What follows belongs to an exercise in optimizing a design on an open flow for small area; a production flow would make more cautious choices.
In this exercise RTL edits were held to simulation tests only and were not proved equivalent to the original.
Power figures rest on the tool's default switching activity, not on a simulated workload.

==> flow/design.v (excerpt) <==
module addatone
	(
		input wire i_Clock,
		input wire reset_n,
		output reg test,
		input wire i_ADC_Data,
		input wire i_ADC_Clock,
		input wire i_ADC_CS,
		input wire i_Mix,
		input wire i_Ring_Mod,
		output wire o_DAC_Data,
		output wire o_DAC_Bit_Clock,
		output wire o_DAC_LR_Clock
	);
make LEC_CHECK=0 CAP_MARGIN=40 CORE_MARGIN=2 CORE_UTILIZATION=35 CTS_CLUSTER_DIAMETER=150 CTS_CLUSTER_SIZE=24 GPL_TIMING_DRIVEN=0 PLACE_DENSITY=0.5 SLEW_MARGIN=40 SYNTH_MEMORY_MAX_BITS=65536 finish   # period 20.0 ns
run.sh (not shown) runs the stock make flow with config.mk's settings and CLKGATE_MAP_FILE= SYNTH_SCRIPT=/design/flow/synth_recipe.tcl, a recipe that flattens the netlist after the stock synthesis.
Change:
- GPL_TIMING_DRIVEN: 0 -> unset
Non-clock buffer count decreases by 528.
First-iteration DRC count came out lower by 15%.
Total power shrinks by 2.1%.
Fmax is higher by 5.6%.
Cell area fell by 2.1%.
Setup slack improved by 0.93 ns.
Via count drops by 5.2%.
Clock skew is lower by 0.021 ns.
Flip-flop and latch count does not change.
Count of clock-buffer cells in the layout is lower by 5.
Sequential power decreases by about 0.5%.


## the previous run
addatone, a different RTL version from the one above (not shown whole).
Size in the first run: roughly 4600 flip-flops, ~11 I/O pins, ~140000 um^2 of cells after synthesis.
==> flow/config.mk <==
export PLATFORM = sky130hd
export DESIGN_NAME = addatone
export DESIGN_NICKNAME = addatone
export VERILOG_FILES = /design/flow/design.v
export SDC_FILE = /design/flow/constraint.sdc
export NUM_CORES = 4
export LEC_CHECK = 0
export CAP_MARGIN = 25
export CORE_MARGIN = 2
export CORE_UTILIZATION = 35
export CTS_CLUSTER_DIAMETER = 150
export CTS_CLUSTER_SIZE = 24
export PLACE_DENSITY = 0.5
export SLEW_MARGIN = 25
export SYNTH_MEMORY_MAX_BITS = 65536
==> flow/constraint.sdc <==
create_clock -name core_clock -period 20.0 [get_ports {i_Clock}]
set_input_delay 4.0000 -clock core_clock [delete_from_list [all_inputs] [get_ports {i_Clock}]]
set_output_delay 4.0000 -clock core_clock [all_outputs]
set_load 0.01 [all_outputs]
Input-level comparison between the current run and the previous run:
# the previous run
export LEC_CHECK = 0
export CAP_MARGIN = 25
export CORE_MARGIN = 2
export CORE_UTILIZATION = 35
export CTS_CLUSTER_DIAMETER = 150
export CTS_CLUSTER_SIZE = 24
export PLACE_DENSITY = 0.5
export SLEW_MARGIN = 25
export SYNTH_MEMORY_MAX_BITS = 65536
create_clock -name core_clock -period 20.0 [get_ports {i_Clock}]
# the current run
export LEC_CHECK = 0
export CAP_MARGIN = 30
export CORE_MARGIN = 2
export CORE_UTILIZATION = 35
export CTS_CLUSTER_DIAMETER = 150
export CTS_CLUSTER_SIZE = 24
export PLACE_DENSITY = 0.5
export SLEW_MARGIN = 30
export SYNTH_MEMORY_MAX_BITS = 65536
create_clock -name core_clock -period 20.0 [get_ports {i_Clock}]
### Flow results
The current run did not stop at any stage, and its layout met the timing, design-rule and antenna checks.
From the current run to the previous run, number of buffers on the longest clock path did not move at all.
In the metrics for the previous run and the current run, the one carrying the higher final worst hold slack is the current run.
NOTE: minimum clock period after layout in the current run exceeds that of the previous run


Setup of middle:
Starting RTL as in the previous note.
==> flow/design.v (excerpt) <==
module addatone
	(
		input wire i_Clock,
		input wire reset_n,
		output reg test,
		input wire i_ADC_Data,
		input wire i_ADC_Clock,
		input wire i_ADC_CS,
		input wire i_Mix,
		input wire i_Ring_Mod,
		output wire o_DAC_Data,
		output wire o_DAC_Bit_Clock,
		output wire o_DAC_LR_Clock
	);
	wire Reset;
	assign Reset = ~reset_n;
	wire Main_Clock;
	assign Main_Clock = i_Clock;
	localparam sm_init = 3'd0;
	localparam sm_adder_mult = 3'd1;
	localparam sm_check_mute = 3'd2;
	localparam sm_adder_start = 3'd3;
	localparam sm_adder_wait = 3'd4;
	localparam sm_next_harmonic = 3'd5;
	localparam sm_calc_done = 3'd6;
	localparam sm_ready_to_send = 3'd7;
	reg [2:0] SM_Top;
	reg [5:0] Sample_Timer_High;
	wire [1:0] Phase;									 
	wire Frame_End;										 
	wire Timer_Done = Frame_End && (Sample_Timer_High == 6'd0);
	reg [7:0] Harmonic;							 
	reg [7:0] Harmonic_Count;							 
	reg DAC_Send;										 
	wire Next_Sample = (SM_Top == sm_adder_mult) || (SM_Top == sm_calc_done) || DAC_Send;
	wire signed [15:0] Sample_Value;				 
	wire Sample_Negative;
	reg [15:0] Frequency;
  ...
Settings: LEC_CHECK=0, CAP_MARGIN=30, CORE_MARGIN=2, CORE_UTILIZATION=35, CTS_CLUSTER_DIAMETER=150, CTS_CLUSTER_SIZE=26, PLACE_DENSITY=0.5, SLEW_MARGIN=30, SYNTH_MEMORY_MAX_BITS=65536; clock period 20.0 ns.
middle reached the final stage; the timing, design-rule and antenna checks on its layout passed.
Relative to middle, the following input files were edited for west:
Settings: CTS_CLUSTER_SIZE: 26 -> 24; SLEW_MARGIN: 30 -> 40; CAP_MARGIN: 30 -> 40.
--- outcome ---
- From middle to west the numbers moved as follows: total wirelength of the detailed-routed design stayed essentially flat, part of the cycle the worst path needs fell by 0.58 points, wire length of the first global-routing pass stayed essentially flat.

afterwards: timing with drivers on the ports:
How much do the figures lean on ideal ports? The routed layouts below were timed once more, with nothing changed but the port constraints. Step 1, drivers: a clkbuf_16 drives i_Clock and a buf_2 each remaining input, both assumed. Step 2 moves the port delays by t, midway between the first and last clock arrival at a register: inputs arrive t later, outputs are due t later. That takes back most of the time a late clock gives input paths. Slacks: ideal / step 1 / step 2; pairs: ideal / step 1.
run	t (ns)	slack for setup (ns)	hold WS [ns]	latest minus earliest clock arrival (ns)	worst data-port slew with drivers (ns)
the first run of note 1	1.077	2.386 / 2.386 / 2.386	0.289 / 0.289 / 0.289	0.101 / 0.101	0.10
the second run of note 1	1.056	3.318 / 3.318 / 3.318	0.294 / 0.294 / 0.294	0.082 / 0.082	0.11
the previous run	1.069	3.242 / 3.242 / 3.242	0.263 / 0.263 / 0.263	0.105 / 0.106	0.15
the current run	1.064	3.209 / 3.209 / 3.209	0.270 / 0.270 / 0.270	0.120 / 0.120	0.15
middle	1.062	3.120 / 3.120 / 3.120	0.265 / 0.265 / 0.265	0.116 / 0.117	0.15
west	1.053	3.237 / 3.237 / 3.237	0.278 / 0.278 / 0.278	0.097 / 0.096	0.15
After both steps setup and hold are still met in every run listed.
